From an optimization exercise on the open Yosys and OpenROAD flow, aimed at small area, a short achievable clock period and few clock cycles per item; shortcuts taken in it are not production practice.
The RTL was checked by simulation tests, not by an equivalence proof against the original design.
The clock port is modelled as an ideal driver; clocking choices that lean on that would not hold on a real chip.
Power is estimated from default activity; no workload was simulated.

==> design.v <==
module systolic_array #(
    parameter N_SIZE = 5 ,
    parameter DATAWIDTH = 16
) (
    input logic clk,rst_n,valid_in,
    input wire [N_SIZE*DATAWIDTH-1:0] matrix_a_in,
    input wire [N_SIZE*DATAWIDTH-1:0] matrix_b_in,
    output logic valid_out,
    output logic [N_SIZE*2*DATAWIDTH-1:0] matrix_c_out
);
  logic [4:0] cnt, cnt_nx;
  logic hold;       
  logic first;      
  logic first_n;    
  logic vo;
  always_comb begin
    if (valid_in) cnt_nx = 5'd1;
    else if (cnt == 5'd31) cnt_nx = 5'd31;
    else cnt_nx = cnt + 5'd1;
  end
  always_ff @(posedge clk or negedge rst_n) begin
    if (!rst_n) begin
      cnt   <= 5'd31;
      vo    <= 1'b0;
    end else begin
      cnt   <= cnt_nx;
      vo    <= (cnt_nx == 5'd7) || (cnt_nx == 5'd12) || (cnt_nx == 5'd17) ||
               (cnt_nx == 5'd22) || (cnt_nx == 5'd27);
    end
  end
  always_ff @(posedge clk) begin
    hold  <= (cnt_nx >= 5'd5) && (cnt_nx <= 5'd24);
    first <= (cnt_nx == 5'd1) || (cnt_nx == 5'd6) || (cnt_nx == 5'd11) ||
             (cnt_nx == 5'd16) || (cnt_nx == 5'd21);
    first_n <= ~((cnt_nx == 5'd1) || (cnt_nx == 5'd6) || (cnt_nx == 5'd11) ||
                 (cnt_nx == 5'd16) || (cnt_nx == 5'd21));
  end
  assign valid_out = vo;
  logic [63:0] aq [0:4];
  logic [79:0] bq [0:4];
  always_ff @(posedge clk) begin
    aq[0][47:0]  <= hold ? aq[4][63:16] : matrix_a_in[63:16];
    aq[0][63:48] <= matrix_a_in[79:64];
    bq[0] <= hold ? bq[4] : matrix_b_in;
    for (int n = 1; n < 5; n++) begin
      aq[n] <= aq[n-1];
      bq[n] <= bq[n-1];
    end
  end
  logic [15:0] aop;
  assign aop = hold ? aq[4][15:0] : matrix_a_in[15:0];
  logic [7:0] e_one, e_onen, e_two, e_twon, e_nz, e_nzn, e_neg, e_negn, e_negz, e_negzn;
  always_ff @(posedge clk) begin
    for (int i = 0; i < 8; i++) begin
      logic a2, a1, a0, one, two;
      a2 = aop[2*i+1];
      a1 = aop[2*i];
      a0 = (i > 0) ? aop[2*i-1] : 1'b0;
      one = a1 ^ a0;
      two = (a2 & ~a1 & ~a0) | (~a2 & a1 & a0);
      e_one[i]   <= one;
      e_onen[i]  <= ~one;
      e_two[i]   <= two;
      e_twon[i]  <= ~two;
      e_nz[i]    <= one | two;
      e_nzn[i]   <= ~(one | two);
      e_neg[i]   <= a2;
      e_negn[i]  <= ~a2;
      e_negz[i]  <= a2 & (one | two);
      e_negzn[i] <= ~(a2 & (one | two));
    end
  end
  localparam logic [31:0] K5 = 32'h55570000;
  localparam int NVAR = 1;
  genvar j;
  generate
    for (j = 0; j < 5; j++) begin : GEN_MAC
      logic [31:0] acc_s, acc_c, ns, nc, res, sum;
      logic [31:5] acc_ch;    
      assign acc_c = {acc_ch, 5'd0};
      cpa32 u_cpa (.a(acc_s[31:5]), .b(acc_ch), .y(sum[31:5]));
      assign sum[5-1:0] = acc_s[5-1:0];
      logic [16:0] bx;
      logic [16:0] pp [0:7];
      logic [7:0] ng;
      localparam int VSEL = (NVAR == 1) ? 0 : j;
      assign bx = {bq[0][16*j+15], bq[0][16*j +: 16]};
      always_comb begin
        for (int i = 0; i < 8; i++) begin
          for (int x = 0; x < 17; x++) begin
            logic b1, sel;
            b1 = (x > 0) ? bx[x-1] : 1'b0;
            case (VSEL)
              0: sel = (e_one[i] & bx[x]) | (e_two[i] & b1);
              1: sel = (~e_onen[i] & bx[x]) | (~e_twon[i] & b1);
              2: sel = e_one[i] ? bx[x] : (e_nz[i] & b1);
              3: sel = ~e_onen[i] ? bx[x] : (~e_nzn[i] & b1);
              default: sel = ~e_nzn[i] & (~e_twon[i] ? b1 : bx[x]);
            endcase
            case (VSEL)
              0, 4: pp[i][x] = sel ^ e_neg[i];
              1: pp[i][x] = sel ^ ~e_negn[i];
              2: pp[i][x] = sel ^ e_negz[i];
              default: pp[i][x] = sel ^ ~e_negzn[i];
            endcase
          end
          case (VSEL)
            0, 4: ng[i] = e_neg[i];
            1: ng[i] = ~e_negn[i];
            2: ng[i] = e_negz[i];
            default: ng[i] = ~e_negzn[i];
          endcase
        end
      end
      mac_tree u_tree (
        .pp0(pp[0][15:0]), .pp1(pp[1][15:0]), .pp2(pp[2][15:0]), .pp3(pp[3][15:0]),
        .pp4(pp[4][15:0]), .pp5(pp[5][15:0]), .pp6(pp[6][15:0]), .pp7(pp[7][15:0]),
        .npp0(~pp[0][16]), .npp1(~pp[1][16]), .npp2(~pp[2][16]), .npp3(~pp[3][16]),
        .npp4(~pp[4][16]), .npp5(~pp[5][16]), .npp6(~pp[6][16]), .npp7(~pp[7][16]),
        .neg(ng),
        .as(first ? K5 : acc_s), .ac(first_n ? acc_c : 32'd0),
        .os(ns), .oc(nc)
      );
      always_ff @(posedge clk) begin
        acc_s <= ns;
        acc_ch <= nc[31:5];
        res   <= sum;
      end
      assign matrix_c_out[32*j +: 32] = res;
    end
  endgenerate
endmodule
module mac_tree (
    input  logic [15:0] pp0, pp1, pp2, pp3, pp4, pp5, pp6, pp7,
    input  logic        npp0, npp1, npp2, npp3, npp4, npp5, npp6, npp7,
    input  logic [7:0]  neg,
    input  logic [31:0] as, ac,
    output logic [31:0] os, oc
);
  wire s0, k0;
  fa_cell u0 (.a(neg[0]), .b(pp0[0]), .c(as[0]), .s(s0), .co(k0));
  wire s1, k1;
  fa_cell u1 (.a(pp0[1]), .b(as[1]), .c(k0), .s(s1), .co(k1));
  wire s2, k2;
  fa_cell u2 (.a(neg[1]), .b(pp0[2]), .c(pp1[0]), .s(s2), .co(k2));
  wire s3, k3;
  fa_cell u3 (.a(as[2]), .b(s2), .c(k1), .s(s3), .co(k3));
  wire s4, k4;
  fa_cell u4 (.a(pp0[3]), .b(pp1[1]), .c(as[3]), .s(s4), .co(k4));
  wire s5, k5;
  fa_cell u5 (.a(k2), .b(s4), .c(k3), .s(s5), .co(k5));
  wire s6, k6;
  fa_cell u6 (.a(neg[2]), .b(pp0[4]), .c(pp1[2]), .s(s6), .co(k6));
  wire s7, k7;
  fa_cell u7 (.a(pp2[0]), .b(as[4]), .c(s6), .s(s7), .co(k7));
  wire s8, k8;
  fa_cell u8 (.a(k4), .b(s7), .c(k5), .s(s8), .co(k8));
  wire s9, k9;
  fa_cell u9 (.a(pp0[5]), .b(pp1[3]), .c(pp2[1]), .s(s9), .co(k9));
  wire s10, k10;
  fa_cell u10 (.a(as[5]), .b(ac[5]), .c(k6), .s(s10), .co(k10));
  wire s11, k11;
  fa_cell u11 (.a(s9), .b(s10), .c(k7), .s(s11), .co(k11));
  wire s12, k12;
  fa_cell u12 (.a(neg[3]), .b(pp0[6]), .c(pp1[4]), .s(s12), .co(k12));
  wire s13, k13;
  fa_cell u13 (.a(pp2[2]), .b(pp3[0]), .c(as[6]), .s(s13), .co(k13));
  wire s14, k14;
  fa_cell u14 (.a(ac[6]), .b(k9), .c(s12), .s(s14), .co(k14));
  wire s15, k15;
  fa_cell u15 (.a(s13), .b(k10), .c(s14), .s(s15), .co(k15));
  wire s16, k16;
  fa_cell u16 (.a(pp0[7]), .b(pp1[5]), .c(pp2[3]), .s(s16), .co(k16));
  wire s17, k17;
  fa_cell u17 (.a(pp3[1]), .b(as[7]), .c(ac[7]), .s(s17), .co(k17));
  wire s18, k18;
  fa_cell u18 (.a(k12), .b(s16), .c(k13), .s(s18), .co(k18));
  wire s19, k19;
  fa_cell u19 (.a(s17), .b(k14), .c(s18), .s(s19), .co(k19));
  wire s20, k20;
  fa_cell u20 (.a(neg[4]), .b(pp0[8]), .c(pp1[6]), .s(s20), .co(k20));
  wire s21, k21;
  fa_cell u21 (.a(pp2[4]), .b(pp3[2]), .c(pp4[0]), .s(s21), .co(k21));
  wire s22, k22;
  fa_cell u22 (.a(as[8]), .b(ac[8]), .c(k16), .s(s22), .co(k22));
  wire s23, k23;
  fa_cell u23 (.a(s20), .b(s21), .c(k17), .s(s23), .co(k23));
  wire s24, k24;
  fa_cell u24 (.a(s22), .b(k18), .c(s23), .s(s24), .co(k24));
  wire s25, k25;
  fa_cell u25 (.a(pp0[9]), .b(pp1[7]), .c(pp2[5]), .s(s25), .co(k25));
  wire s26, k26;
  fa_cell u26 (.a(pp3[3]), .b(pp4[1]), .c(as[9]), .s(s26), .co(k26));
  wire s27, k27;
  fa_cell u27 (.a(ac[9]), .b(k20), .c(k21), .s(s27), .co(k27));
  wire s28, k28;
  fa_cell u28 (.a(s25), .b(s26), .c(k22), .s(s28), .co(k28));
  wire s29, k29;
  fa_cell u29 (.a(s27), .b(k23), .c(s28), .s(s29), .co(k29));
  wire s30, k30;
  fa_cell u30 (.a(neg[5]), .b(pp0[10]), .c(pp1[8]), .s(s30), .co(k30));
  wire s31, k31;
  fa_cell u31 (.a(pp2[6]), .b(pp3[4]), .c(pp4[2]), .s(s31), .co(k31));
  wire s32, k32;
  fa_cell u32 (.a(pp5[0]), .b(as[10]), .c(ac[10]), .s(s32), .co(k32));
  wire s33, k33;
  fa_cell u33 (.a(k25), .b(s30), .c(s31), .s(s33), .co(k33));
  wire s34, k34;
  fa_cell u34 (.a(k26), .b(s32), .c(k27), .s(s34), .co(k34));
  wire s35, k35;
  fa_cell u35 (.a(s33), .b(k28), .c(s34), .s(s35), .co(k35));
  wire s36, k36;
  fa_cell u36 (.a(pp0[11]), .b(pp1[9]), .c(pp2[7]), .s(s36), .co(k36));
  wire s37, k37;
  fa_cell u37 (.a(pp3[5]), .b(pp4[3]), .c(pp5[1]), .s(s37), .co(k37));
  wire s38, k38;
  fa_cell u38 (.a(as[11]), .b(ac[11]), .c(k30), .s(s38), .co(k38));
  wire s39, k39;
  fa_cell u39 (.a(k31), .b(s36), .c(s37), .s(s39), .co(k39));
  wire s40, k40;
  fa_cell u40 (.a(k32), .b(s38), .c(k33), .s(s40), .co(k40));
  wire s41, k41;
  fa_cell u41 (.a(s39), .b(k34), .c(s40), .s(s41), .co(k41));
  wire s42, k42;
  fa_cell u42 (.a(neg[6]), .b(pp0[12]), .c(pp1[10]), .s(s42), .co(k42));
  wire s43, k43;
  fa_cell u43 (.a(pp2[8]), .b(pp3[6]), .c(pp4[4]), .s(s43), .co(k43));
  wire s44, k44;
  fa_cell u44 (.a(pp5[2]), .b(pp6[0]), .c(as[12]), .s(s44), .co(k44));
  wire s45, k45;
  fa_cell u45 (.a(ac[12]), .b(k36), .c(k37), .s(s45), .co(k45));
  wire s46, k46;
  fa_cell u46 (.a(s42), .b(s43), .c(s44), .s(s46), .co(k46));
  wire s47, k47;
  fa_cell u47 (.a(k38), .b(s45), .c(k39), .s(s47), .co(k47));
  wire s48, k48;
  fa_cell u48 (.a(s46), .b(k40), .c(s47), .s(s48), .co(k48));
  wire s49, k49;
  fa_cell u49 (.a(pp0[13]), .b(pp1[11]), .c(pp2[9]), .s(s49), .co(k49));
  wire s50, k50;
  fa_cell u50 (.a(pp3[7]), .b(pp4[5]), .c(pp5[3]), .s(s50), .co(k50));
  wire s51, k51;
  fa_cell u51 (.a(pp6[1]), .b(as[13]), .c(ac[13]), .s(s51), .co(k51));
  wire s52, k52;
  fa_cell u52 (.a(k42), .b(k43), .c(s49), .s(s52), .co(k52));
  wire s53, k53;
  fa_cell u53 (.a(s50), .b(k44), .c(s51), .s(s53), .co(k53));
  wire s54, k54;
  fa_cell u54 (.a(k45), .b(s52), .c(k46), .s(s54), .co(k54));
  wire s55, k55;
  fa_cell u55 (.a(s53), .b(k47), .c(s54), .s(s55), .co(k55));
  wire s56, k56;
  fa_cell u56 (.a(neg[7]), .b(pp0[14]), .c(pp1[12]), .s(s56), .co(k56));
  wire s57, k57;
  fa_cell u57 (.a(pp2[10]), .b(pp3[8]), .c(pp4[6]), .s(s57), .co(k57));
  wire s58, k58;
  fa_cell u58 (.a(pp5[4]), .b(pp6[2]), .c(pp7[0]), .s(s58), .co(k58));
  wire s59, k59;
  fa_cell u59 (.a(as[14]), .b(ac[14]), .c(k49), .s(s59), .co(k59));
  wire s60, k60;
  fa_cell u60 (.a(k50), .b(s56), .c(s57), .s(s60), .co(k60));
  wire s61, k61;
  fa_cell u61 (.a(s58), .b(k51), .c(s59), .s(s61), .co(k61));
  wire s62, k62;
  fa_cell u62 (.a(k52), .b(s60), .c(k53), .s(s62), .co(k62));
  wire s63, k63;
  fa_cell u63 (.a(s61), .b(k54), .c(s62), .s(s63), .co(k63));
  wire s64, k64;
  fa_cell u64 (.a(pp0[15]), .b(pp1[13]), .c(pp2[11]), .s(s64), .co(k64));
  wire s65, k65;
  fa_cell u65 (.a(pp3[9]), .b(pp4[7]), .c(pp5[5]), .s(s65), .co(k65));
  wire s66, k66;
  fa_cell u66 (.a(pp6[3]), .b(pp7[1]), .c(as[15]), .s(s66), .co(k66));
  wire s67, k67;
  fa_cell u67 (.a(ac[15]), .b(k56), .c(k57), .s(s67), .co(k67));
  wire s68, k68;
  fa_cell u68 (.a(k58), .b(s64), .c(s65), .s(s68), .co(k68));
  wire s69, k69;
  fa_cell u69 (.a(s66), .b(k59), .c(s67), .s(s69), .co(k69));
  wire s70, k70;
  fa_cell u70 (.a(k60), .b(s68), .c(k61), .s(s70), .co(k70));
  wire s71, k71;
  fa_cell u71 (.a(s69), .b(k62), .c(s70), .s(s71), .co(k71));
  wire s72, k72;
  fa_cell u72 (.a(npp0), .b(pp1[14]), .c(pp2[12]), .s(s72), .co(k72));
  wire s73, k73;
  fa_cell u73 (.a(pp3[10]), .b(pp4[8]), .c(pp5[6]), .s(s73), .co(k73));
  wire s74, k74;
  fa_cell u74 (.a(pp6[4]), .b(pp7[2]), .c(as[16]), .s(s74), .co(k74));
  wire s75, k75;
  fa_cell u75 (.a(ac[16]), .b(k64), .c(k65), .s(s75), .co(k75));
  wire s76, k76;
  fa_cell u76 (.a(s72), .b(s73), .c(k66), .s(s76), .co(k76));
  wire s77, k77;
  fa_cell u77 (.a(s74), .b(k67), .c(s75), .s(s77), .co(k77));
  wire s78, k78;
  fa_cell u78 (.a(k68), .b(s76), .c(k69), .s(s78), .co(k78));
  wire s79, k79;
  fa_cell u79 (.a(s77), .b(k70), .c(s78), .s(s79), .co(k79));
  wire s80, k80;
  fa_cell u80 (.a(pp1[15]), .b(pp2[13]), .c(pp3[11]), .s(s80), .co(k80));
  wire s81, k81;
  fa_cell u81 (.a(pp4[9]), .b(pp5[7]), .c(pp6[5]), .s(s81), .co(k81));
  wire s82, k82;
  fa_cell u82 (.a(pp7[3]), .b(as[17]), .c(ac[17]), .s(s82), .co(k82));
  wire s83, k83;
  fa_cell u83 (.a(k72), .b(k73), .c(s80), .s(s83), .co(k83));
  wire s84, k84;
  fa_cell u84 (.a(s81), .b(k74), .c(s82), .s(s84), .co(k84));
  wire s85, k85;
  fa_cell u85 (.a(k75), .b(k76), .c(s83), .s(s85), .co(k85));
  wire s86, k86;
  fa_cell u86 (.a(s84), .b(k77), .c(s85), .s(s86), .co(k86));
  wire s87, k87;
  ha_cell u87 (.a(k78), .b(s86), .s(s87), .c(k87));
  wire s88, k88;
  fa_cell u88 (.a(npp1), .b(pp2[14]), .c(pp3[12]), .s(s88), .co(k88));
  wire s89, k89;
  fa_cell u89 (.a(pp4[10]), .b(pp5[8]), .c(pp6[6]), .s(s89), .co(k89));
  wire s90, k90;
  fa_cell u90 (.a(pp7[4]), .b(as[18]), .c(ac[18]), .s(s90), .co(k90));
  wire s91, k91;
  fa_cell u91 (.a(k80), .b(k81), .c(s88), .s(s91), .co(k91));
  wire s92, k92;
  fa_cell u92 (.a(s89), .b(k82), .c(s90), .s(s92), .co(k92));
  wire s93, k93;
  fa_cell u93 (.a(k83), .b(s91), .c(k84), .s(s93), .co(k93));
  wire s94, k94;
  fa_cell u94 (.a(s92), .b(k85), .c(s93), .s(s94), .co(k94));
  wire s95, k95;
  ha_cell u95 (.a(k86), .b(s94), .s(s95), .c(k95));
  wire s96, k96;
  fa_cell u96 (.a(pp2[15]), .b(pp3[13]), .c(pp4[11]), .s(s96), .co(k96));
  wire s97, k97;
  fa_cell u97 (.a(pp5[9]), .b(pp6[7]), .c(pp7[5]), .s(s97), .co(k97));
  wire s98, k98;
  fa_cell u98 (.a(as[19]), .b(ac[19]), .c(k88), .s(s98), .co(k98));
  wire s99, k99;
  fa_cell u99 (.a(k89), .b(s96), .c(s97), .s(s99), .co(k99));
  wire s100, k100;
  fa_cell u100 (.a(k90), .b(s98), .c(k91), .s(s100), .co(k100));
  wire s101, k101;
  fa_cell u101 (.a(s99), .b(k92), .c(s100), .s(s101), .co(k101));
  wire s102, k102;
  fa_cell u102 (.a(k93), .b(s101), .c(k94), .s(s102), .co(k102));
  wire s103, k103;
  fa_cell u103 (.a(npp2), .b(pp3[14]), .c(pp4[12]), .s(s103), .co(k103));
  wire s104, k104;
  fa_cell u104 (.a(pp5[10]), .b(pp6[8]), .c(pp7[6]), .s(s104), .co(k104));
  wire s105, k105;
  fa_cell u105 (.a(as[20]), .b(ac[20]), .c(k96), .s(s105), .co(k105));
  wire s106, k106;
  fa_cell u106 (.a(k97), .b(s103), .c(s104), .s(s106), .co(k106));
  wire s107, k107;
  fa_cell u107 (.a(k98), .b(s105), .c(k99), .s(s107), .co(k107));
  wire s108, k108;
  fa_cell u108 (.a(s106), .b(k100), .c(s107), .s(s108), .co(k108));
  wire s109, k109;
  ha_cell u109 (.a(k101), .b(s108), .s(s109), .c(k109));
  wire s110, k110;
  fa_cell u110 (.a(pp3[15]), .b(pp4[13]), .c(pp5[11]), .s(s110), .co(k110));
  wire s111, k111;
  fa_cell u111 (.a(pp6[9]), .b(pp7[7]), .c(as[21]), .s(s111), .co(k111));
  wire s112, k112;
  fa_cell u112 (.a(ac[21]), .b(k103), .c(k104), .s(s112), .co(k112));
  wire s113, k113;
  fa_cell u113 (.a(s110), .b(s111), .c(k105), .s(s113), .co(k113));
  wire s114, k114;
  fa_cell u114 (.a(s112), .b(k106), .c(k107), .s(s114), .co(k114));
  wire s115, k115;
  fa_cell u115 (.a(s113), .b(k108), .c(s114), .s(s115), .co(k115));
  wire s116, k116;
  fa_cell u116 (.a(npp3), .b(pp4[14]), .c(pp5[12]), .s(s116), .co(k116));
  wire s117, k117;
  fa_cell u117 (.a(pp6[10]), .b(pp7[8]), .c(as[22]), .s(s117), .co(k117));
  wire s118, k118;
  fa_cell u118 (.a(ac[22]), .b(k110), .c(s116), .s(s118), .co(k118));
  wire s119, k119;
  fa_cell u119 (.a(k111), .b(s117), .c(k112), .s(s119), .co(k119));
  wire s120, k120;
  fa_cell u120 (.a(s118), .b(k113), .c(s119), .s(s120), .co(k120));
  wire s121, k121;
  ha_cell u121 (.a(k114), .b(s120), .s(s121), .c(k121));
  wire s122, k122;
  fa_cell u122 (.a(pp4[15]), .b(pp5[13]), .c(pp6[11]), .s(s122), .co(k122));
  wire s123, k123;
  fa_cell u123 (.a(pp7[9]), .b(as[23]), .c(ac[23]), .s(s123), .co(k123));
  wire s124, k124;
  fa_cell u124 (.a(k116), .b(s122), .c(k117), .s(s124), .co(k124));
  wire s125, k125;
  fa_cell u125 (.a(s123), .b(k118), .c(s124), .s(s125), .co(k125));
  wire s126, k126;
  fa_cell u126 (.a(k119), .b(s125), .c(k120), .s(s126), .co(k126));
  wire s127, k127;
  fa_cell u127 (.a(npp4), .b(pp5[14]), .c(pp6[12]), .s(s127), .co(k127));
  wire s128, k128;
  fa_cell u128 (.a(pp7[10]), .b(as[24]), .c(ac[24]), .s(s128), .co(k128));
  wire s129, k129;
  fa_cell u129 (.a(k122), .b(s127), .c(k123), .s(s129), .co(k129));
  wire s130, k130;
  fa_cell u130 (.a(s128), .b(k124), .c(s129), .s(s130), .co(k130));
  wire s131, k131;
  ha_cell u131 (.a(k125), .b(s130), .s(s131), .c(k131));
  wire s132, k132;
  fa_cell u132 (.a(pp5[15]), .b(pp6[13]), .c(pp7[11]), .s(s132), .co(k132));
  wire s133, k133;
  fa_cell u133 (.a(as[25]), .b(ac[25]), .c(k127), .s(s133), .co(k133));
  wire s134, k134;
  fa_cell u134 (.a(s132), .b(k128), .c(s133), .s(s134), .co(k134));
  wire s135, k135;
  fa_cell u135 (.a(k129), .b(s134), .c(k130), .s(s135), .co(k135));
  wire s136, k136;
  fa_cell u136 (.a(npp5), .b(pp6[14]), .c(pp7[12]), .s(s136), .co(k136));
  wire s137, k137;
  fa_cell u137 (.a(as[26]), .b(ac[26]), .c(k132), .s(s137), .co(k137));
  wire s138, k138;
  fa_cell u138 (.a(s136), .b(k133), .c(s137), .s(s138), .co(k138));
  wire s139, k139;
  ha_cell u139 (.a(k134), .b(s138), .s(s139), .c(k139));
  wire s140, k140;
  fa_cell u140 (.a(pp6[15]), .b(pp7[13]), .c(as[27]), .s(s140), .co(k140));
  wire s141, k141;
  fa_cell u141 (.a(ac[27]), .b(k136), .c(s140), .s(s141), .co(k141));
  wire s142, k142;
  fa_cell u142 (.a(k137), .b(s141), .c(k138), .s(s142), .co(k142));
  wire s143, k143;
  fa_cell u143 (.a(npp6), .b(pp7[14]), .c(as[28]), .s(s143), .co(k143));
  wire s144, k144;
  fa_cell u144 (.a(ac[28]), .b(k140), .c(s143), .s(s144), .co(k144));
  wire s145, k145;
  ha_cell u145 (.a(k141), .b(s144), .s(s145), .c(k145));
  wire s146, k146;
  fa_cell u146 (.a(pp7[15]), .b(as[29]), .c(ac[29]), .s(s146), .co(k146));
  wire s147, k147;
  fa_cell u147 (.a(k143), .b(s146), .c(k144), .s(s147), .co(k147));
  wire s148, k148;
  fa_cell u148 (.a(npp7), .b(as[30]), .c(ac[30]), .s(s148), .co(k148));
  wire s149, k149;
  ha_cell u149 (.a(k146), .b(s148), .s(s149), .c(k149));
  wire s150, k150;
  fa_cell u150 (.a(as[31]), .b(ac[31]), .c(k148), .s(s150), .co(k150));
  assign os[0] = s0;
  assign oc[0] = 1'b0;
  assign os[1] = s1;
  assign oc[1] = 1'b0;
  assign os[2] = s3;
  assign oc[2] = 1'b0;
  assign os[3] = s5;
  assign oc[3] = 1'b0;
  assign os[4] = s8;
  assign oc[4] = 1'b0;
  assign os[5] = k8;
  assign oc[5] = s11;
  assign os[6] = k11;
  assign oc[6] = s15;
  assign os[7] = k15;
  assign oc[7] = s19;
  assign os[8] = k19;
  assign oc[8] = s24;
  assign os[9] = k24;
  assign oc[9] = s29;
  assign os[10] = k29;
  assign oc[10] = s35;
  assign os[11] = k35;
  assign oc[11] = s41;
  assign os[12] = k41;
  assign oc[12] = s48;
  assign os[13] = k48;
  assign oc[13] = s55;
  assign os[14] = k55;
  assign oc[14] = s63;
  assign os[15] = k63;
  assign oc[15] = s71;
  assign os[16] = k71;
  assign oc[16] = s79;
  assign os[17] = k79;
  assign oc[17] = s87;
  assign os[18] = k87;
  assign oc[18] = s95;
  assign os[19] = k95;
  assign oc[19] = s102;
  assign os[20] = k102;
  assign oc[20] = s109;
  assign os[21] = k109;
  assign oc[21] = s115;
  assign os[22] = k115;
  assign oc[22] = s121;
  assign os[23] = k121;
  assign oc[23] = s126;
  assign os[24] = k126;
  assign oc[24] = s131;
  assign os[25] = k131;
  assign oc[25] = s135;
  assign os[26] = k135;
  assign oc[26] = s139;
  assign os[27] = k139;
  assign oc[27] = s142;
  assign os[28] = k142;
  assign oc[28] = s145;
  assign os[29] = k145;
  assign oc[29] = s147;
  assign os[30] = k147;
  assign oc[30] = s149;
  assign os[31] = k149;
  assign oc[31] = s150;
endmodule
module cpa32 (input logic [26:0] a, b, output logic [26:0] y);
  logic [26:0] g, p;
  assign g = a & b;
  assign p = a ^ b;
  wire G0 = g[1] | (p[1] & g[0]);
  wire G1 = g[3] | (p[3] & g[2]);
  wire P1 = p[3] & p[2];
  wire G2 = g[5] | (p[5] & g[4]);
  wire P2 = p[5] & p[4];
  wire G3 = g[7] | (p[7] & g[6]);
  wire P3 = p[7] & p[6];
  wire G4 = g[9] | (p[9] & g[8]);
  wire P4 = p[9] & p[8];
  wire G5 = g[11] | (p[11] & g[10]);
  wire P5 = p[11] & p[10];
  wire G6 = g[13] | (p[13] & g[12]);
  wire P6 = p[13] & p[12];
  wire G7 = g[15] | (p[15] & g[14]);
  wire P7 = p[15] & p[14];
  wire G8 = g[17] | (p[17] & g[16]);
  wire P8 = p[17] & p[16];
  wire G9 = g[19] | (p[19] & g[18]);
  wire P9 = p[19] & p[18];
  wire G10 = g[21] | (p[21] & g[20]);
  wire P10 = p[21] & p[20];
  wire G11 = g[23] | (p[23] & g[22]);
  wire P11 = p[23] & p[22];
  wire G12 = g[25] | (p[25] & g[24]);
  wire P12 = p[25] & p[24];
  wire G13 = G1 | (P1 & G0);
  wire G14 = G3 | (P3 & G2);
  wire P14 = P3 & P2;
  wire G15 = G5 | (P5 & G4);
  wire P15 = P5 & P4;
  wire G16 = G7 | (P7 & G6);
  wire P16 = P7 & P6;
  wire G17 = G9 | (P9 & G8);
  wire P17 = P9 & P8;
  wire G18 = G11 | (P11 & G10);
  wire P18 = P11 & P10;
  wire G19 = G14 | (P14 & G13);
  wire G20 = G16 | (P16 & G15);
  wire P20 = P16 & P15;
  wire G21 = G18 | (P18 & G17);
  wire P21 = P18 & P17;
  wire G22 = G20 | (P20 & G19);
  wire G23 = G21 | (P21 & G22);
  wire G24 = G15 | (P15 & G19);
  wire G25 = G17 | (P17 & G22);
  wire G26 = G2 | (P2 & G13);
  wire G27 = G4 | (P4 & G19);
  wire G28 = G6 | (P6 & G24);
  wire G29 = G8 | (P8 & G22);
  wire G30 = G10 | (P10 & G25);
  wire G31 = G12 | (P12 & G23);
  wire G32 = g[2] | (p[2] & G0);
  wire G33 = g[4] | (p[4] & G13);
  wire G34 = g[6] | (p[6] & G26);
  wire G35 = g[8] | (p[8] & G19);
  wire G36 = g[10] | (p[10] & G27);
  wire G37 = g[12] | (p[12] & G24);
  wire G38 = g[14] | (p[14] & G28);
  wire G39 = g[16] | (p[16] & G22);
  wire G40 = g[18] | (p[18] & G29);
  wire G41 = g[20] | (p[20] & G25);
  wire G42 = g[22] | (p[22] & G30);
  wire G43 = g[24] | (p[24] & G23);
  wire G44 = g[26] | (p[26] & G31);
  assign y[0] = p[0];
  assign y[1] = p[1] ^ g[0];
  assign y[2] = p[2] ^ G0;
  assign y[3] = p[3] ^ G32;
  assign y[4] = p[4] ^ G13;
  assign y[5] = p[5] ^ G33;
  assign y[6] = p[6] ^ G26;
  assign y[7] = p[7] ^ G34;
  assign y[8] = p[8] ^ G19;
  assign y[9] = p[9] ^ G35;
  assign y[10] = p[10] ^ G27;
  assign y[11] = p[11] ^ G36;
  assign y[12] = p[12] ^ G24;
  assign y[13] = p[13] ^ G37;
  assign y[14] = p[14] ^ G28;
  assign y[15] = p[15] ^ G38;
  assign y[16] = p[16] ^ G22;
  assign y[17] = p[17] ^ G39;
  assign y[18] = p[18] ^ G29;
  assign y[19] = p[19] ^ G40;
  assign y[20] = p[20] ^ G25;
  assign y[21] = p[21] ^ G41;
  assign y[22] = p[22] ^ G30;
  assign y[23] = p[23] ^ G42;
  assign y[24] = p[24] ^ G23;
  assign y[25] = p[25] ^ G43;
  assign y[26] = p[26] ^ G31;
endmodule
module fa_cell (input logic a, b, c, output logic s, co);
  assign s  = a ^ b ^ c;
  assign co = (a & b) | (a & c) | (b & c);
endmodule
module ha_cell (input logic a, b, output logic s, c);
  assign s = a ^ b;
  assign c = a & b;
endmodule
==> flow/run.sh <==
#!/bin/bash
# Layout flow: the standard ORFS flow (standard.sh: unchanged synthesis and
# steps) with these changes in how the layout is made:
#  - the timing repair is asked to keep more setup slack than the 10 ns clock
#    needs (6.0 ns up to clock tree synthesis, 6.8 ns after it), so that it
#    also shortens paths that already meet 10 ns;
#  - the port buffers that the flow inserts on every input and output are
#    buf_2 cells instead of the flow's default delay-buffer cells;
#  - clock tree synthesis runs without dummy loads (same clustering as
#    CTS_CLUSTER_SIZE / CTS_CLUSTER_DIAMETER in config.mk);
#  - after clock tree synthesis, the accumulator registers (internal only:
#    fed by the Booth/operand registers, feeding themselves and the result
#    registers) get their clock through a short chain of extra clock buffers
#    (useful skew for the multiply-accumulate paths). No register that a port
#    feeds or that feeds a port is touched.
set -euo pipefail
COMMON=("BUFFER_PORTS_ARGS=-buffer_cell sky130_fd_sc_hd__buf_2"
  "CTS_ARGS=-sink_clustering_enable -repair_clock_nets -sink_clustering_size 30 -sink_clustering_max_diameter 60 -dont_use_dummy_load")
bash standard.sh SETUP_SLACK_MARGIN=6.0 "${COMMON[@]}" cts > flow_make_cts.log 2>&1
B=sky130_fd_sc_hd__clkbuf_2
PLATFORM_DIR=$FLOW_HOME/platforms/$FLOW_PLATFORM \
ECO_DB=orfs/results/$FLOW_PLATFORM/systolic_array/base/4_cts.odb \
SKEW_TCL=flow/skew.tcl \
SKEW_CELL="$B $B $B sky130_fd_sc_hd__clkbuf_8" \
SKEW_PATTERN='GEN_MAC.*acc_' \
  openroad -no_init -exit flow/eco.tcl > flow_skew.log 2>&1
bash standard.sh SETUP_SLACK_MARGIN=6.8 "${COMMON[@]}" finish > flow_make.log 2>&1
==> flow/eco.tcl <==
# Loads the post-CTS database, applies skew.tcl, writes it back.
set plat $::env(PLATFORM_DIR)
read_lef $plat/lef/sky130_fd_sc_hd.tlef
read_lef $plat/lef/sky130_fd_sc_hd_merged.lef
read_liberty $plat/lib/sky130_fd_sc_hd__tt_025C_1v80.lib
read_db $::env(ECO_DB)
source $::env(SKEW_TCL)
write_db $::env(ECO_DB)
==> flow/skew.tcl <==
# Useful skew for the accumulator registers: the clock pins of the registers
# whose names match SKEW_PATTERN are moved behind a chain of clock buffers
# (SKEW_CELL) per leaf clock net, so they capture later than the Booth and
# operand registers that feed them. Accumulators drive no port and no port drives them.
set db [ord::get_db]
set block [ord::get_db_block]
set cell $::env(SKEW_CELL)
set pattern $::env(SKEW_PATTERN)
set chain {}
foreach c $cell { lappend chain [$db findMaster $c] }
set maxg [expr {[info exists ::env(SKEW_MAXG)] ? $::env(SKEW_MAXG) : 1000}]
set groups [dict create]
foreach inst [$block getInsts] {
  set name [$inst getName]
  if {![regexp $pattern $name]} continue
  set it [$inst findITerm CLK]
  if {$it eq "NULL" || $it eq ""} continue
  set net [$it getNet]
  set key [$net getName]
  set j 0
  while {[dict exists $groups "$key/$j"] && [llength [dict get $groups "$key/$j"]] >= $maxg} { incr j }
  dict lappend groups "$key/$j" $it
}
set n 0
dict for {netname iterms} $groups {
  set leaf [$block findNet [lindex [split $netname /] 0]]
  set src $leaf
  set insts {}
  set m 0
  foreach master $chain {
    set inst [odb::dbInst_create $block $master "skewbuf_${n}_$m"]
    set newnet [odb::dbNet_create $block "skewnet_${n}_$m"]
    $newnet setSigType CLOCK
    [$inst findITerm A] connect $src
    [$inst findITerm X] connect $newnet
    set src $newnet
    lappend insts $inst
    incr m
  }
  set sx 0; set sy 0
  foreach it $iterms {
    $it disconnect
    $it connect $newnet
    set loc [[$it getInst] getLocation]
    set sx [expr {$sx + [lindex $loc 0]}]; set sy [expr {$sy + [lindex $loc 1]}]
  }
  set k [llength $iterms]
  foreach inst $insts {
    $inst setLocation [expr {int($sx / $k)}] [expr {int($sy / $k)}]
    $inst setPlacementStatus PLACED
  }
  incr n
}
puts "skew: inserted $n $cell buffers"
# Optional resizing: SKEW_SWAPS = "regex=cell;regex=cell" (same function, other drive strength)
if {[info exists ::env(SKEW_SWAPS)] && $::env(SKEW_SWAPS) ne ""} {
  foreach item [split $::env(SKEW_SWAPS) ";"] {
    lassign [split $item "="] re cname
    set m [$db findMaster $cname]
    set k 0
    foreach inst [$block getInsts] {
      if {[regexp $re [$inst getName]]} { $inst swapMaster $m; incr k }
    }
    puts "skew: $k instances matching $re are now $cname"
  }
}
global_connect
detailed_placement
check_placement
==> standard.sh <==
#!/bin/bash
# synth_recipe.tcl (not shown) runs the flow's synth.tcl, then flattens the netlist and writes it again
# the make line also repeats each setting of config.mk as NAME=value (left out here)
make -C /OpenROAD-flow-scripts/flow DESIGN_CONFIG=/design/flow/config.mk WORK_HOME=/design/flow/orfs CLKGATE_MAP_FILE= SYNTH_SCRIPT=/design/flow/synth_recipe.tcl "${@:-finish}"
==> config.mk <==
export PLATFORM = sky130hd
export DESIGN_NAME = systolic_array
export DESIGN_NICKNAME = systolic_array
export VERILOG_FILES = /design/flow/design.v
export SDC_FILE = /design/flow/constraint.sdc
export NUM_CORES = 8
export LEC_CHECK = 0
export CAP_MARGIN = 20
export CORE_MARGIN = 2
export CORE_UTILIZATION = 60
export CTS_CLUSTER_DIAMETER = 60
export CTS_CLUSTER_SIZE = 30
export SLEW_MARGIN = 20
export SYNTH_HIERARCHICAL = 1
export SYNTH_MINIMUM_KEEP_SIZE = 0
==> constraint.sdc <==
create_clock -name core_clock -period 10.0 [get_ports {clk}]
set_input_delay 2.0000 -clock core_clock [delete_from_list [all_inputs] [get_ports {clk}]]
set_output_delay 2.0000 -clock core_clock [all_outputs]
set_load 0.01 [all_outputs]
==> metrics.md, run 1 <==
| Metric | Value |
|---|---|
| Setup ws final | just under 7 ns |
| Hold Vio Cnt, Final | 0 |
| Die Y-Extent | 328 µm |
| Die ar. | 108,000 µm² |
| Avg WL per Cell | around 24 µm |
| Max clock buf depth | 3 |
| Die W | approximately 330 µm |
| CP peak stage delay | 0.40 ns |
| Gr usage total | approximately 28% |
| Site Rows | 119 |
| DR pass1 iterations | 6 |
| Data arrival, critical path | 1.18 ns |
| Largest net degree at the start of global routing | between 100 and 150 |
| Synth Cell Area | around 63,000 µm² |
| Max_slew headroom | 45.9% |
| Initial antenna violation count | 24 |
| Worst-skew pair later-pin latency | 1.12 ns |
| DR vias | roughly 39,000 |
| Syn_area_per_cell | around 12 µm² |
| Effective utilization at floorplan | 60.3% |
| CTS Hold Bufs | 0 |
| IO Pins | about 320 |
| Max Fclk | 314 MHz |
| Min-Delay Path Class | flop to flop |
| PwrDens | 427 nW/µm² |
| Syn_nets | 6,296 |
| ANT nets after route | 0 |
| Actual slew at the worst max-slew pin | about 0.81 ns |
| Vias in the first global route | 40,900 |
| Worst slack at placement | 5.44 ns |
| Buf+Inv Stages, Crit Path | 1 |
| Worst IR Drop VDD | 0.229 mV |
| Congestion Overflow GR | 0 |
| Status | timing/DRC/antenna clean |
| CTS clk-pin slew, worst paths | roughly 0.08 ns |
| CTS tree | built |
| Worst Path Max Fanout | 1 |
| Final setup vio count | 0 |
| Ys Warns | 21 |
| P_leak | 28.3 nW |
| R2R setup slack | approximately 6.8 ns |
| Crit path time final | 3.18 ns |
| Most common cell after layout, fill and taps aside | dfxtp_1 |
| HPWL after DPL | between 90,000 and 100,000 µm |
| Crit path capture type | primary output |
| Max-cap violations | 0 |
| Critical path type | flop to primary output |
| Cts bufs inserted | 92 |
| WL final | 162,000 µm |
| Critical path cell sequence | buf_2 |
| CTS Sinks | 1,208 |
| RSZ-0062 raised after global routing | true |
| Clock skew | a little under 0.5 ns |
| Layout cells sized above 1 | between 10% and 20% |
| Buffers on Ports | 323 |
| Core area | 105,000 µm² |
| Drt drc | 0 |
| Worst EP required | 8.00 ns |
| Global-route wire length before repair | 234,000 µm |
| Layout Area Growth over Synthesis | 9.83% |
| Root buffer cell | clkbuf_16 |
| Nets | 6,369 |
| Post-route setup TNS | 0 ns |
| Pins Over Slew Limit | 0 |
| H-tree Lvls | 3 |
| Fin crit share | 31.8% |
| Initial DRC count | 3,346 |
| CP max stage cell | dfxtp_1 |
| Top delay family on crit path | flip-flops |
| Most frequent cells in the layout | 1,095 x dfxtp_1, 777 x fa_1, 679 x xnor2_1, 601 x a22oi_1, 308 x buf_2 |
| Cells after synthesis | 5,187 |
| Gpl congestion | 0.848 |
| CP startpoint kind | flop |
| Drt via density | 5.79 |
==> area by class of cell <==
cell class	count	area, µm²
clock buffer	92	2300
sequential	1208	24400
fill	7979	35500
buffer	232	1670
antenna	5	12.5
inverter	108	405
tap	1391	1740
multi-input combinational	3148	34800
timing repair buffer	470	4050
==> report_power, final <==
| part | switching [W] | leakage, nW | internal, W |
|---|---|---|---|
| combinational | 0.00926 | 15.8 | 0.00808 |
| sequential | 0.000988 | 10.2 | 0.00679 |
| clock | 0.00194 | 2.27 | 0.00256 |
| total | 0.0122 | 28.3 | 0.0174 |
==> routing by layer <==
| layer | vias to the layer above | global-route usage [%] | wire length (µm) |
|---|---|---|---|
| met5 | - | 0 | 273 |
| met3 | 381 | 6.91 | 15700 |
| met4 | 36 | 10.1 | 5720 |
| met1 | 19550 | 39.0 | 67800 |
| met2 | 1762 | 43.4 | 72900 |
| li1 | 16796 | - | - |
==> stage by stage <==
step           area [µm²]  hold WS, ns  util, %  instances  total power (W)
2_1_floorplan       63200        0.310        -       5187           0.0271
3_3_place_gp        63100        0.309     60.2       6230           0.0240
3_5_place_dp        63100        0.312     60.2       6230           0.0246
4_1_cts             65700        0.274     62.7       6330           0.0280
5_1_grt             69400        0.269     66.2       6652           0.0328
6_report            69400        0.277     66.2       6654           0.0296
==> sequential cells by signal (all words and copies together), names as in the netlist, 5 cells and up <==
signal	count
e_two	8
e_neg	8
e_one	8
GEN_MAC.acc_ch	135
GEN_MAC.acc_s	160
GEN_MAC.res	160
cnt	5
aq	320
bq	400
==> timing repair <==
item                                    in CTS  in global routing
gates resized for setup                     37                206
buffers inserted                             8                 72
cloned                                       0                 15
endpoints found under the setup margin     135                187
pin swaps                                    0                  4
==> final timing paths <==
path | startpoint | cells past startpoint | endpoint
setup / recovery | GEN_MAC[4].res[8]$_DFF_P_ | 1 | matrix_c_out[136]
hold / removal | bq[1][29]$_DFF_P_ | 0 | bq[2][29]$_DFF_P_
setup reg to reg | e_neg[3]$_DFF_P_ | 7 | GEN_MAC[0].acc_ch[21]$_DFF_P_
hold reg to reg | bq[1][29]$_DFF_P_ | 0 | bq[2][29]$_DFF_P_
max in group asynchronous | rst_n | 1 | cnt[1]$_DFF_PN1_
min in group asynchronous | rst_n | 1 | vo$_DFF_PN0_
Testbench counts, summed over its fixed seeds: cycles 6,912, matrices 256.
==> inputs of run 2 (changes only) <==
--- a/flow/run.sh
+++ b/flow/run.sh
@@ -10,8 +10,9 @@
 #    CTS_CLUSTER_SIZE / CTS_CLUSTER_DIAMETER in config.mk);
 #  - after clock tree synthesis, the accumulator registers (internal only:
 #    fed by the Booth/operand registers, feeding themselves and the result
-#    registers) get their clock through a short chain of extra clock buffers
-#    (useful skew for the multiply-accumulate paths). No register that a port
+#    registers) get their clock through short chains of extra clock buffers, one per
+#    group of nearby accumulators (useful skew for the multiply-accumulate
+#    paths). No register that a port
 #    feeds or that feeds a port is touched.
 set -euo pipefail
 COMMON=("BUFFER_PORTS_ARGS=-buffer_cell sky130_fd_sc_hd__buf_2"
@@ -22,6 +23,6 @@
 ECO_DB=orfs/results/$FLOW_PLATFORM/systolic_array/base/4_cts.odb \
 SKEW_TCL=flow/skew.tcl \
 SKEW_CELL="$B $B $B sky130_fd_sc_hd__clkbuf_8" \
-SKEW_PATTERN='GEN_MAC.*acc_' \
+SKEW_PATTERN='GEN_MAC.*acc_' SKEW_GRID=50 SKEW_MAXG=16 \
   openroad -no_init -exit flow/eco.tcl > flow_skew.log 2>&1
 bash standard.sh SETUP_SLACK_MARGIN=6.8 "${COMMON[@]}" finish > flow_make.log 2>&1
--- a/flow/skew.tcl
+++ b/flow/skew.tcl
@@ -1,7 +1,9 @@
 # Useful skew for the accumulator registers: the clock pins of the registers
 # whose names match SKEW_PATTERN are moved behind a chain of clock buffers
-# (SKEW_CELL) per leaf clock net, so they capture later than the Booth and
-# operand registers that feed them. Accumulators drive no port and no port drives them.
+# (SKEW_CELL), one chain per group of nearby such registers (SKEW_GRID um
+# squares, at most SKEW_MAXG registers each), fed from the clock net of a
+# register in the group. They then capture later than the Booth and operand
+# registers that feed them. Accumulators drive no port and no port drives them.
 set db [ord::get_db]
 set block [ord::get_db_block]
 set cell $::env(SKEW_CELL)
@@ -10,6 +12,7 @@
 foreach c $cell { lappend chain [$db findMaster $c] }
 set maxg [expr {[info exists ::env(SKEW_MAXG)] ? $::env(SKEW_MAXG) : 1000}]
 set groups [dict create]
+set gridsrc [dict create]
 foreach inst [$block getInsts] {
   set name [$inst getName]
   if {![regexp $pattern $name]} continue
@@ -17,13 +20,20 @@
   if {$it eq "NULL" || $it eq ""} continue
   set net [$it getNet]
   set key [$net getName]
+  if {[info exists ::env(SKEW_GRID)]} {
+    set loc [$inst getLocation]
+    set g [expr {int($::env(SKEW_GRID) * 1000)}]
+    set key "grid_[expr {[lindex $loc 0] / $g}]_[expr {[lindex $loc 1] / $g}]"
+    dict set gridsrc $key $net
+  }
   set j 0
   while {[dict exists $groups "$key/$j"] && [llength [dict get $groups "$key/$j"]] >= $maxg} { incr j }
   dict lappend groups "$key/$j" $it
 }
 set n 0
 dict for {netname iterms} $groups {
-  set leaf [$block findNet [lindex [split $netname /] 0]]
+  set key [lindex [split $netname /] 0]
+  if {[dict exists $gridsrc $key]} { set leaf [dict get $gridsrc $key] } else { set leaf [$block findNet $key] }
   set src $leaf
   set insts {}
   set m 0
==> metrics.md, run 2 <==
| Metric | Value |
|---|---|
| Cts bufs inserted | 92 (unchanged) |
| Comb pwr share | 59.5% (was 58.5%) |
| Vias in the first global route | 40,287 (was 40,900) |
| CTS tree | built (unchanged) |
| DR pass1 iterations | 6 (unchanged) |
| CTS clk-pin slew, worst paths | 0.09 ns (was 0.08 ns) |
| Syn_nets | 6,296 (unchanged) |
| Congestion Overflow GR | 0 (unchanged) |
| PwrDens | 424 nW/µm² (was 427 nW/µm²) |
| Initial DRC count | 3,449 (was 3,346) |
| Switching Fraction | 41.4% (was 41.1%) |
| Die Y-Extent | 328 µm (unchanged) |
| Data arrival, critical path | 1.19 ns (was 1.18 ns) |
| Root buffer cell | clkbuf_16 (unchanged) |
| Layout Area Growth over Synthesis | 9.02% (was 9.83%) |
| Drt via density | 5.80 (was 5.79) |
| Critical path cell sequence | buf_2 (unchanged) |
| CTS Hold Bufs | 0 (unchanged) |
| Gpl congestion | 0.848 (unchanged) |
| Placed Area | 63,100 µm² (unchanged) |
| Buffers on Ports | 323 (unchanged) |
| Clock power share | 13.8% (was 15.2%) |
| Core area | 105,000 µm² (unchanged) |
| Cells after synthesis | 5,187 (unchanged) |
| Max_slew headroom | 45.0% (was 45.9%) |
| Register area | 24,400 µm² (about the same) |
| CTS Sinks | 1,208 (unchanged) |
| ANT nets after route | 0 (unchanged) |
| Crit path time final | 3.19 ns (was 3.18 ns) |
| Worst-skew pair later-pin latency | 1.14 ns (was 1.12 ns) |
| Gr usage total | 28.1% (was 28.2%) |
| Multi-input gate area | 34,800 µm² (about the same) |
| Design area | 68,900 µm² (was 69,400 µm²) |
| H-tree Lvls | 3 (unchanged) |
| Post-route setup TNS | 0 ns (unchanged) |
| P_int | 0.0171 W (was 0.0174 W) |
| Avg WL per Cell | 24.6 µm (was 24.4 µm) |
| CP max stage cell | dfxtp_1 (unchanged) |
| Status | timing/DRC/antenna clean (unchanged) |
| Hold Vio Cnt, Final | 0 (unchanged) |
| Die ar. | 108,000 µm² (unchanged) |
| Synth Cell Area | 63,200 µm² (unchanged) |
| Top delay family on crit path | flip-flops (unchanged) |
| Min-Delay Path Class | flop to flop (unchanged) |
| RSZ-0062 raised after global routing | true (unchanged) |
| DR vias | 38,198 (was 38,525) |
| CP startpoint kind | flop (unchanged) |
| Most common cell after layout, fill and taps aside | dfxtp_1 (unchanged) |
| CP peak stage delay | 0.40 ns (about the same) |
| HPWL after DPL | 96,400 µm (unchanged) |
| Pins Over Slew Limit | 0 (unchanged) |
| IO Pins | 324 (unchanged) |
| Max Fclk | 313 MHz (was 314 MHz) |
| Worst IR Drop VDD | 0.240 mV (was 0.229 mV) |
| Syn_area_per_cell | 12.2 µm² (unchanged) |
| Effective utilization at floorplan | 60.3% (unchanged) |
| Nets | 6,296 (was 6,369) |
| Sequential power share | 26.7% (was 26.3%) |
| Clock skew | 0.535 ns (was 0.496 ns) |
| Buf+Inv Stages, Crit Path | 1 (unchanged) |
| Site Rows | 119 (unchanged) |
| Critical path type | flop to primary output (unchanged) |
| Worst EP required | 8.00 ns (about the same) |
| WL final | 162,000 µm (about the same) |
| Max clock buf depth | 3 (unchanged) |
| Layout cells sized above 1 | 17.3% (was 18.3%) |
| Die W | 328 µm (unchanged) |
| Drt drc | 0 (unchanged) |
| Initial antenna violation count | 28 (was 24) |
| Largest regs | bq x400, aq x320 (unchanged) |
| Global-route wire length before repair | 233,000 µm (was 234,000 µm) |
| Actual slew at the worst max-slew pin | 0.825 ns (was 0.812 ns) |
| Largest net degree at the start of global routing | 112 (unchanged) |
| Fin crit share | 31.9% (was 31.8%) |
| Ys Warns | 21 (unchanged) |
| Final setup vio count | 0 (unchanged) |
| Switch Pwr | 0.0121 W (was 0.0122 W) |
| Worst Path Max Fanout | 1 (unchanged) |
| Fillers | 8,015 (was 7,979) |
| Crit path capture type | primary output (unchanged) |
| P_leak | 28.0 nW (was 28.3 nW) |
| Max FFs per register | 400 (unchanged) |
| Max-cap violations | 0 (unchanged) |
| Most frequent cells in the layout | 1,094 x dfxtp_1, 777 x fa_1, 679 x xnor2_1, 601 x a22oi_1, 309 x buf_2 (was 1,095 x dfxtp_1, 777 x fa_1, 679 x xnor2_1, 601 x a22oi_1, 308 x buf_2) |
| Most flop-heavy register | bq (unchanged) |
## run 2: final cells by class
| class | instances | share of cell area, % |
|---|---|---|
| Buffer | 148 | 1.55 |
| Sequential cell | 1208 | 35.5 |
| Clock buffer | 92 | 3.34 |
| Antenna cell | 6 | 0.0218 |
| Timing Repair Buffer | 481 | 6.00 |
| Inverter | 108 | 0.589 |
| Tap cell | 1391 | 2.53 |
| Multi-Input combinational cell | 3148 | 50.5 |
## run 2: path summary, 6_finish.rpt
| kind | cells past startpoint | slack (ns) | from | to |
|---|---|---|---|---|
| hold reg to reg | 0 | 0.27 | bq[1][10]$_DFF_P_ | bq[2][10]$_DFF_P_ |
| setup / recovery | 1 | 6.81 | GEN_MAC[4].res[8]$_DFF_P_ | matrix_c_out[136] |
| hold / removal | 0 | 0.27 | bq[1][10]$_DFF_P_ | bq[2][10]$_DFF_P_ |
| min in group asynchronous | 1 | 1.12 | rst_n | vo$_DFF_PN0_ |
| setup reg to reg | 7 | 6.82 | e_neg[7]$_DFF_P_ | GEN_MAC[0].acc_ch[21]$_DFF_P_ |
| max in group asynchronous | 1 | 8.64 | rst_n | cnt[0]$_DFF_PN1_ |
## run 2: repair_timing
action | in CTS | in global routing
setup buffers | 8 | 82
resized for setup | 37 | 209
cloned | 0 | 16
setup endpoints to repair | 135 | 187
pin swaps | 0 | 11
## run 2: per-layer routing
layer	track usage, %	vias up	wire length (µm)	share of wire [%]
li1	-	16632	-	-
met1	38.8	19430	67700	42
met2	43.2	1744	72900	45
met3	7.07	358	15900	9.8
met4	9.61	34	5160	3.2
met5	0	-	197	0.12
## run 2: stage by stage
stage	power [W]	utilization [%]	hold WS [ns]	instances	setup WS [ns]
2_1_floorplan	0.0271	-	0.310	5187	6.06
3_3_place_gp	0.0240	60.2	0.309	6230	5.50
3_5_place_dp	0.0246	60.2	0.312	6230	5.44
4_1_cts	0.0280	62.7	0.274	6330	5.99
5_1_grt	0.0324	65.7	0.265	6580	6.76
6_report	0.0292	65.7	0.270	6582	6.81
## run 2: power by group through the flow
stage | combinational (W) | clock [W] | sequential (W)
global route | 0.0201 | 0.00434 | 0.00793
floorplan | 0.0196 | 0 | 0.00753
finish | 0.0174 | 0.00404 | 0.00778
CTS | 0.0168 | 0.00329 | 0.00790
detailed placement | 0.0166 | 0 | 0.00802
global placement | 0.0160 | 0 | 0.00802

==> port drivers added, routing unchanged <==
Ports are ideal in the flow. The routed layouts listed here were re-timed in OpenROAD.
Step 1 assumes that a clkbuf_16 drives the clock port and a buf_2 every other input.
Step 2, shift: input delay + t, output delay - t, t = (earliest + latest rising clock arrival at the registers) / 2. This alone moves slack from input paths to output paths.
a / b / c = no drivers / after step 1 / after step 2; a / b = the first two.
| run | t (ns) | slack for setup (ns) | worst setup path at the end | latest minus earliest clock arrival (ns) | worst data-port slew with drivers (ns) |
|---|---|---|---|---|---|
| run 1 | 0.943 | 6.815 / 6.737 / 6.766 | input to register | 0.514 / 0.515 | 0.10 |
| run 2 | 0.944 | 6.809 / 6.735 / 6.749 | input to register | 0.535 / 0.536 | 0.09 |
In run 1 and run 2 the clock reaches the registers at very different times; t lies between them, and the last value is a rough guide only. For run 2, which loses most, drivers alone change the setup slack by -0.074 ns; drivers and shift together by -0.060 ns.
